Source: an optimization exercise on an open RTL-to-GDS flow (aim: small area, a short achievable clock period and few clock cycles). Production flows keep margins and buffers that such runs may drop.
Function was checked by simulation only, so behaviour that the tests miss may differ from the original.
Power figures rest on the tool's default switching activity, not on a simulated workload.

==> build 78: inputs <==
==> flow/design.v <==
module rv32i_pipe (
    input  logic        clk,
    input  logic        reset,
    output logic [31:0] imem_addr,
    input  logic [31:0] imem_rdata,
    output logic [31:0] dmem_addr,
    output logic [31:0] dmem_wdata,
    output logic [3:0]  dmem_byteen,
    output logic        dmem_we,
    input  logic [31:0] dmem_rdata
);
    localparam logic [6:0] OP_LUI    = 7'b0110111;
    localparam logic [6:0] OP_AUIPC  = 7'b0010111;
    localparam logic [6:0] OP_JAL    = 7'b1101111;
    localparam logic [6:0] OP_JALR   = 7'b1100111;
    localparam logic [6:0] OP_BRANCH = 7'b1100011;
    localparam logic [6:0] OP_LOAD   = 7'b0000011;
    localparam logic [6:0] OP_STORE  = 7'b0100011;
    localparam logic [6:0] OP_IMM    = 7'b0010011;
    localparam logic [6:0] OP_REG    = 7'b0110011;
    logic [31:0] pc_f;
    logic        id_v;
    logic        id_pred;
    logic [31:0] id_inst, id_pc;
    logic [31:0] ex_a, ex_b, ex_alt;
    logic [4:0]  ex_rd;
    logic        ex_wr, ex_load, ex_store, ex_br, ex_jalr, ex_pred, ex_kill;
    logic        ex_sub, ex_sadd, ex_sslt, ex_ssltu, ex_sxor, ex_sor, ex_sand,
                 ex_ssll, ex_ssr, ex_sra, ex_salt;
    logic [2:0]  ex_f3;
    logic [31:0] mem_res, mem_wdata;
    logic [3:0]  mem_be;
    logic        mem_we, mem_load, mem_wr;
    logic [2:0]  mem_f3;
    logic [4:0]  mem_rd;
    logic [31:1][31:0] rf;
    logic        redirect, stall;
    logic [31:0] redirect_pc;
    assign imem_addr = pc_f;
    logic        f_jal, f_btaken;
    logic [31:0] f_jtarget, f_btarget, pc_4f, f_next;
    assign f_jal     = imem_rdata[6:0] == OP_JAL;
    assign f_btaken  = imem_rdata[6:0] == OP_BRANCH && (imem_rdata[31] || imem_rdata[14:12] == 3'b001);
    assign f_jtarget = pc_f + {{12{imem_rdata[31]}}, imem_rdata[19:12], imem_rdata[20], imem_rdata[30:21], 1'b0};
    assign f_btarget = pc_f + {{20{imem_rdata[31]}}, imem_rdata[7], imem_rdata[30:25], imem_rdata[11:8], 1'b0};
    assign pc_4f     = pc_f + 32'd4;
    assign f_next    = f_jal ? f_jtarget : f_btaken ? f_btarget : pc_4f;
    always_ff @(posedge clk) begin
        if (reset)
            pc_f <= 32'd0;
        else if (redirect)
            pc_f <= redirect_pc;
        else if (!stall)
            pc_f <= f_next;
    end
    always_ff @(posedge clk) begin
        if (reset || redirect)
            id_v <= 1'b0;
        else if (!stall)
            id_v <= 1'b1;
    end
    always_ff @(posedge clk) begin
        if (!stall) begin
            id_inst <= imem_rdata;
            id_pc   <= pc_f;
            id_pred <= f_btaken;
        end
    end
    logic [6:0]  op;
    logic [4:0]  rs1, rs2, rd;
    logic [2:0]  f3;
    logic        d_lui, d_auipc, d_jal, d_jalr, d_br, d_load, d_store, d_imm, d_reg;
    logic        use1, use2, d_wr;
    logic [31:0] imm, pc_sum;
    assign op  = id_inst[6:0];
    assign rd  = id_inst[11:7];
    assign f3  = id_inst[14:12];
    assign rs1 = id_inst[19:15];
    assign rs2 = id_inst[24:20];
    assign d_lui   = op == OP_LUI;
    assign d_auipc = op == OP_AUIPC;
    assign d_jal   = op == OP_JAL;
    assign d_jalr  = op == OP_JALR;
    assign d_br    = op == OP_BRANCH;
    assign d_load  = op == OP_LOAD;
    assign d_store = op == OP_STORE;
    assign d_imm   = op == OP_IMM;
    assign d_reg   = op == OP_REG;
    assign use1 = d_jalr | d_br | d_load | d_store | d_imm | d_reg;
    assign use2 = d_br | d_store | d_reg;
    assign d_wr = (d_lui | d_auipc | d_jal | d_jalr | d_load | d_imm | d_reg) && rd != 5'd0;
    always_comb begin
        if (d_store)
            imm = {{20{id_inst[31]}}, id_inst[31:25], id_inst[11:7]};
        else if (d_br)
            imm = {{20{id_inst[31]}}, id_inst[7], id_inst[30:25], id_inst[11:8], 1'b0};
        else if (d_lui | d_auipc)
            imm = {id_inst[31:12], 12'b0};
        else
            imm = {{20{id_inst[31]}}, id_inst[31:20]};
    end
    assign pc_sum = id_pc + ((d_auipc | (d_br & ~id_pred)) ? imm : 32'd4);
    logic [31:0] r1, r2;
    always_comb begin
        r1 = 32'd0;
        r2 = 32'd0;
        for (int i = 1; i < 32; i++) begin
            r1 = r1 | ({32{rs1 == 5'(i)}} & rf[i]);
            r2 = r2 | ({32{rs2 == 5'(i)}} & rf[i]);
        end
    end
    assign stall = id_v && ex_load &&
                   ((use1 && rs1 == ex_rd) || (use2 && rs2 == ex_rd));
    logic go;
    assign go = id_v && !stall;
    logic        f1m, f1w, f2m, f2w;
    logic [31:0] ex_out, m_out, r1f, r2f;
    assign f1m = ex_wr && ex_rd == rs1;
    assign f1w = mem_wr && mem_rd == rs1;
    assign f2m = ex_wr && ex_rd == rs2;
    assign f2w = mem_wr && mem_rd == rs2;
    assign r1f = f1m ? ex_out : f1w ? m_out : r1;
    assign r2f = f2m ? ex_out : f2w ? m_out : r2;
    always_ff @(posedge clk) begin
        if (reset || !go) begin
            ex_wr    <= 1'b0;
            ex_load  <= 1'b0;
            ex_store <= 1'b0;
            ex_br    <= 1'b0;
            ex_jalr  <= 1'b0;
        end else begin
            ex_wr    <= d_wr;
            ex_load  <= d_load;
            ex_store <= d_store;
            ex_br    <= d_br;
            ex_jalr  <= d_jalr;
        end
    end
    always_ff @(posedge clk) begin
        if (reset)
            ex_kill <= 1'b0;
        else
            ex_kill <= redirect;
    end
    always_ff @(posedge clk) begin
        ex_a    <= r1f;
        ex_b    <= (d_br | d_reg) ? r2f : imm;
        ex_alt  <= d_store ? r2f : d_lui ? imm : pc_sum;
        ex_rd   <= rd;
        ex_pred <= id_pred;
        ex_f3   <= f3;
        ex_sub   <= d_br | (d_reg & (f3 == 3'd0) & id_inst[30]) |
                    ((d_reg | d_imm) & (f3 == 3'd2 || f3 == 3'd3));
        ex_sadd  <= ~((d_reg | d_imm) & (f3 != 3'd0));
        ex_sslt  <= (d_reg | d_imm) & (f3 == 3'd2);
        ex_ssltu <= (d_reg | d_imm) & (f3 == 3'd3);
        ex_sxor  <= (d_reg | d_imm) & (f3 == 3'd4);
        ex_sor   <= (d_reg | d_imm) & (f3 == 3'd6);
        ex_sand  <= (d_reg | d_imm) & (f3 == 3'd7);
        ex_ssll  <= (d_reg | d_imm) & (f3 == 3'd1);
        ex_ssr   <= (d_reg | d_imm) & (f3 == 3'd5);
        ex_sra   <= id_inst[30];
        ex_salt  <= d_lui | d_auipc | d_jal | d_jalr;
    end
    logic [31:0] a, b, sd;
    assign a  = ex_a;
    assign b  = ex_b;
    assign sd = ex_alt;
    logic [32:0] sum;
    logic        lt_u, lt_s, taken;
    assign sum  = {1'b0, a} + {1'b0, b ^ {32{ex_sub}}} + {32'd0, ex_sub};
    assign lt_u = ~sum[32];
    assign lt_s = (a[31] ^ b[31]) ? a[31] : sum[31];
    logic [31:0] sh_in, sh_out, sh_res;
    logic [32:0] sh_tmp;
    always_comb begin
        for (int i = 0; i < 32; i++) sh_in[i] = ex_ssll ? a[31 - i] : a[i];
        sh_tmp = $signed({ex_ssr & ex_sra & a[31], sh_in}) >>> b[4:0];
        sh_out = sh_tmp[31:0];
        for (int i = 0; i < 32; i++) sh_res[i] = ex_ssll ? sh_out[31 - i] : sh_out[i];
    end
    logic [31:0] res;
    assign res = ({32{ex_sadd}}  & sum[31:0]) |
                 ({32{ex_sslt}}  & {31'd0, lt_s}) |
                 ({32{ex_ssltu}} & {31'd0, lt_u}) |
                 ({32{ex_sxor}}  & (a ^ b)) |
                 ({32{ex_sor}}   & (a | b)) |
                 ({32{ex_sand}}  & (a & b)) |
                 ({32{ex_ssll | ex_ssr}} & sh_res);
    logic [31:0] dif;
    logic [30:0] hi30;
    logic        lt31, b_ltu, b_lts;
    assign dif = a ^ b;
    always_comb begin
        hi30[30] = 1'b0;
        for (int i = 29; i >= 0; i--) hi30[i] = hi30[i + 1] | dif[i + 1];
    end
    assign lt31  = |(b[30:0] & dif[30:0] & ~hi30);
    assign b_ltu = dif[31] ? b[31] : lt31;
    assign b_lts = dif[31] ? a[31] : lt31;
    always_comb begin
        case (ex_f3)
            3'd0, 3'd1: taken = ~|dif;
            3'd4, 3'd5: taken = b_lts;
            default:    taken = b_ltu;
        endcase
        taken = taken ^ ex_f3[0];
    end
    assign redirect    = ((ex_br && (taken != ex_pred)) || ex_jalr) && !ex_kill;
    assign redirect_pc = ex_jalr ? {sum[31:1], 1'b0} : ex_alt;
    logic [3:0] be;
    always_comb begin
        case (ex_f3[1:0])
            2'd0:    be = 4'b0001 << sum[1:0];
            2'd1:    be = sum[1] ? 4'b1100 : 4'b0011;
            default: be = 4'b1111;
        endcase
    end
    assign ex_out = ex_salt ? ex_alt : res;
    always_ff @(posedge clk) begin
        if (reset) begin
            mem_we   <= 1'b0;
            mem_wr   <= 1'b0;
            mem_load <= 1'b0;
        end else begin
            mem_we   <= ex_store && !ex_kill;
            mem_wr   <= ex_wr && !ex_kill;
            mem_load <= ex_load;
        end
    end
    always_ff @(posedge clk) begin
        mem_res   <= ex_out;
        mem_wdata <= (ex_f3[1:0] == 2'd0) ? {4{sd[7:0]}} :
                     (ex_f3[1:0] == 2'd1) ? {2{sd[15:0]}} : sd;
        mem_be    <= be;
        mem_f3    <= ex_f3;
        mem_rd    <= ex_rd;
    end
    assign dmem_addr   = mem_res;
    assign dmem_wdata  = mem_wdata;
    assign dmem_byteen = mem_be;
    assign dmem_we     = mem_we;
    logic [31:0] ld_sh, ld_val;
    assign ld_sh = dmem_rdata >> {mem_res[1:0], 3'b000};
    always_comb begin
        case (mem_f3[1:0])
            2'd0:    ld_val = {{24{~mem_f3[2] & ld_sh[7]}}, ld_sh[7:0]};
            2'd1:    ld_val = {{16{~mem_f3[2] & ld_sh[15]}}, ld_sh[15:0]};
            default: ld_val = ld_sh;
        endcase
    end
    assign m_out = mem_load ? ld_val : mem_res;
    always_ff @(posedge clk) begin
        for (int i = 1; i < 32; i++)
            if (mem_wr && mem_rd == 5'(i))
                rf[i] <= m_out;
    end
endmodule
==> flow/flow/run.sh <==
#!/bin/bash
set -euo pipefail
bash standard.sh SETUP_SLACK_MARGIN=6 finish > standard.log 2>&1
==> flow/standard.sh <==
#!/bin/bash
# synth_recipe.tcl (not shown) runs the flow's synth.tcl, then flattens the netlist and writes it again
# the make line also repeats each setting of config.mk as NAME=value (left out here)
make -C /OpenROAD-flow-scripts/flow DESIGN_CONFIG=/design/flow/config.mk WORK_HOME=/design/flow/orfs CLKGATE_MAP_FILE= SYNTH_SCRIPT=/design/flow/synth_recipe.tcl "${@:-finish}"
==> flow/config.mk <==
export PLATFORM = sky130hd
export DESIGN_NAME = rv32i_pipe
export DESIGN_NICKNAME = rv32i_pipe
export VERILOG_FILES = /design/flow/design.v
export SDC_FILE = /design/flow/constraint.sdc
export NUM_CORES = 4
export LEC_CHECK = 0
export CAP_MARGIN = 20
export CORE_MARGIN = 2
export CORE_UTILIZATION = 55
export CTS_CLUSTER_DIAMETER = 100
export CTS_CLUSTER_SIZE = 20
export SETUP_SLACK_MARGIN = 5
export SLEW_MARGIN = 20
==> flow/constraint.sdc <==
create_clock -name core_clock -period 10.0 [get_ports {clk}]
set_input_delay 2.0000 -clock core_clock [delete_from_list [all_inputs] [get_ports {clk}]]
set_output_delay 2.0000 -clock core_clock [all_outputs]
set_load 0.01 [all_outputs]
==> inputs of trial 25, as changes to build 78 <==
==> flow/design.v, changed modules only <==
module rv32i_pipe (
    input  logic        clk,
    input  logic        reset,
    output logic [31:0] imem_addr,
    input  logic [31:0] imem_rdata,
    output logic [31:0] dmem_addr,
    output logic [31:0] dmem_wdata,
    output logic [3:0]  dmem_byteen,
    output logic        dmem_we,
    input  logic [31:0] dmem_rdata
);
    localparam logic [6:0] OP_LUI    = 7'b0110111;
    localparam logic [6:0] OP_AUIPC  = 7'b0010111;
    localparam logic [6:0] OP_JAL    = 7'b1101111;
    localparam logic [6:0] OP_JALR   = 7'b1100111;
    localparam logic [6:0] OP_BRANCH = 7'b1100011;
    localparam logic [6:0] OP_LOAD   = 7'b0000011;
    localparam logic [6:0] OP_STORE  = 7'b0100011;
    localparam logic [6:0] OP_IMM    = 7'b0010011;
    localparam logic [6:0] OP_REG    = 7'b0110011;
    logic [31:0] pc_f;
    logic        id_v;
    logic        id_pred;
    logic [31:0] id_inst, id_pc;
    logic [31:0] ex_a, ex_b, ex_alt;
    logic [4:0]  ex_rd;
    logic        ex_wr, ex_load, ex_store, ex_br, ex_jalr, ex_pred;
    logic        ex_sub, ex_sadd, ex_sslt, ex_ssltu, ex_sxor, ex_sor, ex_sand,
                 ex_ssll, ex_ssr, ex_sra, ex_salt;
    logic [2:0]  ex_f3;
    logic        ex_fa_m, ex_fa_w, ex_fb_m, ex_fb_w, ex_fs_m, ex_fs_w;
    logic [31:0] mem_res, mem_wdata;
    logic [3:0]  mem_be;
    logic        mem_we, mem_load, mem_wr;
    logic [2:0]  mem_f3;
    logic [4:0]  mem_rd;
    logic [31:0] wb_val;
    logic [4:0]  wb_rd;
    logic        wb_we;
    logic [31:1][31:0] rf;
    logic        redirect, stall;
    logic [31:0] redirect_pc;
    assign imem_addr = pc_f;
    logic        f_jal, f_bback, f_pred;
    logic [31:0] f_imm, f_target;
    assign f_jal   = imem_rdata[6:0] == OP_JAL;
    assign f_bback = imem_rdata[6:0] == OP_BRANCH && imem_rdata[31];
    assign f_pred  = f_jal | f_bback;
    assign f_imm   = f_jal ? {{12{imem_rdata[31]}}, imem_rdata[19:12], imem_rdata[20], imem_rdata[30:21], 1'b0}
                           : {{20{imem_rdata[31]}}, imem_rdata[7], imem_rdata[30:25], imem_rdata[11:8], 1'b0};
    assign f_target = pc_f + (f_pred ? f_imm : 32'd4);
    always_ff @(posedge clk) begin
        if (reset)
            pc_f <= 32'd0;
        else if (redirect)
            pc_f <= redirect_pc;
        else if (!stall)
            pc_f <= f_target;
    end
    always_ff @(posedge clk) begin
        if (reset || redirect)
            id_v <= 1'b0;
        else if (!stall)
            id_v <= 1'b1;
    end
    always_ff @(posedge clk) begin
        if (!stall) begin
            id_inst <= imem_rdata;
            id_pc   <= pc_f;
            id_pred <= f_bback;
        end
    end
    logic [6:0]  op;
    logic [4:0]  rs1, rs2, rd;
    logic [2:0]  f3;
    logic        d_lui, d_auipc, d_jal, d_jalr, d_br, d_load, d_store, d_imm, d_reg;
    logic        use1, use2, d_wr;
    logic [31:0] imm, pc_imm, pc_4;
    assign op  = id_inst[6:0];
    assign rd  = id_inst[11:7];
    assign f3  = id_inst[14:12];
    assign rs1 = id_inst[19:15];
    assign rs2 = id_inst[24:20];
    assign d_lui   = op == OP_LUI;
    assign d_auipc = op == OP_AUIPC;
    assign d_jal   = op == OP_JAL;
    assign d_jalr  = op == OP_JALR;
    assign d_br    = op == OP_BRANCH;
    assign d_load  = op == OP_LOAD;
    assign d_store = op == OP_STORE;
    assign d_imm   = op == OP_IMM;
    assign d_reg   = op == OP_REG;
    assign use1 = d_jalr | d_br | d_load | d_store | d_imm | d_reg;
    assign use2 = d_br | d_store | d_reg;
    assign d_wr = (d_lui | d_auipc | d_jal | d_jalr | d_load | d_imm | d_reg) && rd != 5'd0;
    always_comb begin
        if (d_store)
            imm = {{20{id_inst[31]}}, id_inst[31:25], id_inst[11:7]};
        else if (d_br)
            imm = {{20{id_inst[31]}}, id_inst[7], id_inst[30:25], id_inst[11:8], 1'b0};
        else if (d_lui | d_auipc)
            imm = {id_inst[31:12], 12'b0};
        else
            imm = {{20{id_inst[31]}}, id_inst[31:20]};
    end
    assign pc_imm = id_pc + imm;
    assign pc_4   = id_pc + 32'd4;
    logic [31:0] rv1, rv2, r1, r2;
    always_comb begin
        rv1 = 32'd0;
        rv2 = 32'd0;
        for (int i = 1; i < 32; i++) begin
            rv1 = rv1 | ({32{rs1 == 5'(i)}} & rf[i]);
            rv2 = rv2 | ({32{rs2 == 5'(i)}} & rf[i]);
        end
    end
    assign r1 = (wb_we && wb_rd == rs1) ? wb_val : rv1;
    assign r2 = (wb_we && wb_rd == rs2) ? wb_val : rv2;
    assign stall = id_v && ex_load &&
                   ((use1 && rs1 == ex_rd) || (use2 && rs2 == ex_rd));
    logic go;
    assign go = id_v && !stall && !redirect;
    logic f1m, f1w, f2m, f2w;
    assign f1m = ex_wr && ex_rd == rs1;
    assign f1w = mem_wr && mem_rd == rs1;
    assign f2m = ex_wr && ex_rd == rs2;
    assign f2w = mem_wr && mem_rd == rs2;
    always_ff @(posedge clk) begin
        if (reset || !go) begin
            ex_wr    <= 1'b0;
            ex_load  <= 1'b0;
            ex_store <= 1'b0;
            ex_br    <= 1'b0;
            ex_jalr  <= 1'b0;
        end else begin
            ex_wr    <= d_wr;
            ex_load  <= d_load;
            ex_store <= d_store;
            ex_br    <= d_br;
            ex_jalr  <= d_jalr;
        end
    end
    always_ff @(posedge clk) begin
        ex_a    <= r1;
        ex_b    <= (d_br | d_reg) ? r2 : imm;
        ex_alt  <= d_store ? r2 :
                   d_lui ? imm :
                   (d_auipc | (d_br & ~id_pred)) ? pc_imm : pc_4;
        ex_rd   <= rd;
        ex_pred <= id_pred;
        ex_f3   <= f3;
        ex_fa_m <= use1 && f1m;
        ex_fa_w <= use1 && !f1m && f1w;
        ex_fb_m <= (d_br | d_reg) && f2m;
        ex_fb_w <= (d_br | d_reg) && !f2m && f2w;
        ex_fs_m <= d_store && f2m;
        ex_fs_w <= d_store && !f2m && f2w;
        ex_sub   <= d_br | (d_reg & (f3 == 3'd0) & id_inst[30]) |
                    ((d_reg | d_imm) & (f3 == 3'd2 || f3 == 3'd3));
        ex_sadd  <= ~((d_reg | d_imm) & (f3 != 3'd0));
        ex_sslt  <= (d_reg | d_imm) & (f3 == 3'd2);
        ex_ssltu <= (d_reg | d_imm) & (f3 == 3'd3);
        ex_sxor  <= (d_reg | d_imm) & (f3 == 3'd4);
        ex_sor   <= (d_reg | d_imm) & (f3 == 3'd6);
        ex_sand  <= (d_reg | d_imm) & (f3 == 3'd7);
        ex_ssll  <= (d_reg | d_imm) & (f3 == 3'd1);
        ex_ssr   <= (d_reg | d_imm) & (f3 == 3'd5);
        ex_sra   <= id_inst[30];
        ex_salt  <= d_lui | d_auipc | d_jal | d_jalr;
    end
    logic [31:0] a, b, sd;
    assign a  = ex_fa_m ? mem_res : ex_fa_w ? wb_val : ex_a;
    assign b  = ex_fb_m ? mem_res : ex_fb_w ? wb_val : ex_b;
    assign sd = ex_fs_m ? mem_res : ex_fs_w ? wb_val : ex_alt;
    logic [32:0] sum;
    logic        lt_u, lt_s, eq, taken;
    assign sum  = {1'b0, a} + {1'b0, b ^ {32{ex_sub}}} + {32'd0, ex_sub};
    assign lt_u = ~sum[32];
    assign lt_s = (a[31] ^ b[31]) ? a[31] : sum[31];
    assign eq   = a == b;
    logic [31:0] sh_in, sh_out, sh_res;
    logic [32:0] sh_tmp;
    always_comb begin
        for (int i = 0; i < 32; i++) sh_in[i] = ex_ssll ? a[31 - i] : a[i];
        sh_tmp = $signed({ex_ssr & ex_sra & a[31], sh_in}) >>> b[4:0];
        sh_out = sh_tmp[31:0];
        for (int i = 0; i < 32; i++) sh_res[i] = ex_ssll ? sh_out[31 - i] : sh_out[i];
    end
    logic [31:0] res;
    assign res = ({32{ex_sadd}}  & sum[31:0]) |
                 ({32{ex_sslt}}  & {31'd0, lt_s}) |
                 ({32{ex_ssltu}} & {31'd0, lt_u}) |
                 ({32{ex_sxor}}  & (a ^ b)) |
                 ({32{ex_sor}}   & (a | b)) |
                 ({32{ex_sand}}  & (a & b)) |
                 ({32{ex_ssll | ex_ssr}} & sh_res);
    always_comb begin
        case (ex_f3)
            3'd0, 3'd1: taken = eq;
            3'd4, 3'd5: taken = lt_s;
            default:    taken = lt_u;
        endcase
        taken = taken ^ ex_f3[0];
    end
    assign redirect    = (ex_br && (taken != ex_pred)) || ex_jalr;
    assign redirect_pc = ex_jalr ? {sum[31:1], 1'b0} : ex_alt;
    logic [3:0] be;
    always_comb begin
        case (ex_f3[1:0])
            2'd0:    be = 4'b0001 << sum[1:0];
            2'd1:    be = sum[1] ? 4'b1100 : 4'b0011;
            default: be = 4'b1111;
        endcase
    end
    always_ff @(posedge clk) begin
        if (reset) begin
            mem_we   <= 1'b0;
            mem_wr   <= 1'b0;
            mem_load <= 1'b0;
        end else begin
            mem_we   <= ex_store;
            mem_wr   <= ex_wr;
            mem_load <= ex_load;
        end
    end
    always_ff @(posedge clk) begin
        mem_res   <= ex_salt ? ex_alt : res;
        mem_wdata <= (ex_f3[1:0] == 2'd0) ? {4{sd[7:0]}} :
                     (ex_f3[1:0] == 2'd1) ? {2{sd[15:0]}} : sd;
        mem_be    <= be;
        mem_f3    <= ex_f3;
        mem_rd    <= ex_rd;
    end
    assign dmem_addr   = mem_res;
    assign dmem_wdata  = mem_wdata;
    assign dmem_byteen = mem_be;
    assign dmem_we     = mem_we;
    logic [31:0] ld_sh, ld_val;
    assign ld_sh = dmem_rdata >> {mem_res[1:0], 3'b000};
    always_comb begin
        case (mem_f3[1:0])
            2'd0:    ld_val = {{24{~mem_f3[2] & ld_sh[7]}}, ld_sh[7:0]};
            2'd1:    ld_val = {{16{~mem_f3[2] & ld_sh[15]}}, ld_sh[15:0]};
            default: ld_val = ld_sh;
        endcase
    end
    always_ff @(posedge clk) begin
        if (reset)
            wb_we <= 1'b0;
        else
            wb_we <= mem_wr;
    end
    always_ff @(posedge clk) begin
        wb_val <= mem_load ? ld_val : mem_res;
        wb_rd  <= mem_rd;
    end
    always_ff @(posedge clk) begin
        for (int i = 1; i < 32; i++)
            if (wb_we && wb_rd == 5'(i))
                rf[i] <= wb_val;
    end
endmodule
==> flow/run.sh (new file) <==
#!/bin/bash
# synth_recipe.tcl (not shown) runs the flow's synth.tcl, then flattens the netlist and writes it again
# the make line also repeats each setting of config.mk as NAME=value (left out here)
make -C /OpenROAD-flow-scripts/flow DESIGN_CONFIG=/design/flow/config.mk WORK_HOME=/design/flow/orfs CLKGATE_MAP_FILE= SYNTH_SCRIPT=/design/flow/synth_recipe.tcl finish
--- a/flow/config.mk
+++ b/flow/config.mk
@@ -9,6 +9,3 @@
 export CORE_MARGIN = 2
-export CORE_UTILIZATION = 55
-export CTS_CLUSTER_DIAMETER = 100
-export CTS_CLUSTER_SIZE = 20
-export SETUP_SLACK_MARGIN = 5
+export CORE_UTILIZATION = 40
 export SLEW_MARGIN = 20
removed: flow/flow/run.sh
removed: flow/standard.sh
==> comparison table <==
item                                                                                   trial 25     build 78
Largest net degree at the start of global routing                                            65           62
Clock distribution area overhead in the final layout                                     0.0641       0.0295
Routed length on met3                                                                  59000 um     65200 um
Result of the run                                              no timing/DRC/antenna violations  no timing/DRC/antenna violations
Number of antenna violations at the first check in global routing                            38           17
Post-CTS setup repair buffer count                                                            0           82
Sum of net half-perimeters after detailed placement                                   194000 um    203000 um
Number of distinct library cell variants in the gate-level netlist after synthesis           95           98
# rows                                                                                      148          127
End point of the worst hold path                                                      mem_rd[2]    mem_f3[2]
Setup WS pre-CTS                                                                        3.02 ns      4.30 ns
Biggest fanout along the worst timing path                                                   44           14
Number of clock buffers inserted by TritonCTS                                               144           77
Multi-input logic portion of the cell area                                                0.357        0.397
Sequential area share after synthesis                                                     0.569        0.553
Number of non-clock inverters in the layout                                                 134          146
Post-route cell area                                                                75600 sq um  76000 sq um
Endpoint of the worst-slack reg-to-reg timing path                                     pc_f[13]     ex_b[18]
Tap cell instance count                                                                    2175         1612
Internal Dissipation                                                                   0.0106 W    0.00884 W
Testbench counts of build 78, summed over its fixed seeds: cycles 59,499.
Testbench counts of trial 25, summed over its fixed seeds: cycles 60,711.

==> separate check: timing with driven ports <==
The results above use ideal ports. As a check the final layouts listed here were re-extracted and re-timed, cells and wires unchanged.
Step 1 (the two cells are an assumption about what drives the block):
set clk [get_ports {clk}]
set_driving_cell -lib_cell sky130_fd_sc_hd__clkbuf_16 $clk
set_driving_cell -lib_cell sky130_fd_sc_hd__buf_2 [delete_from_list [all_inputs] $clk]
Step 2 adds t to the input delays and takes it off the output delays; t is the mean of the earliest and latest rising clock arrival at the registers after step 1. Input paths then give back, and output paths get back, about the clock's delay inside the block.
Slacks: no drivers / after step 1 / after step 2; pairs: no drivers / after step 1.
| run | t (ns) | slack for setup (ns) | worst data-port slew with drivers (ns) | cell pins on the clock port's net |
|---|---|---|---|---|
| build 78 | 0.819 | 5.725 / 5.725 / 5.095 | 0.06 | 1 |
| trial 25 | 0.901 | 3.567 / 3.567 / 2.960 | 0.05 | 1 |
After both steps setup and hold are still met in every run listed. For build 78, which loses most, drivers alone change the setup slack by 0.000 ns; drivers and shift together by -0.630 ns.
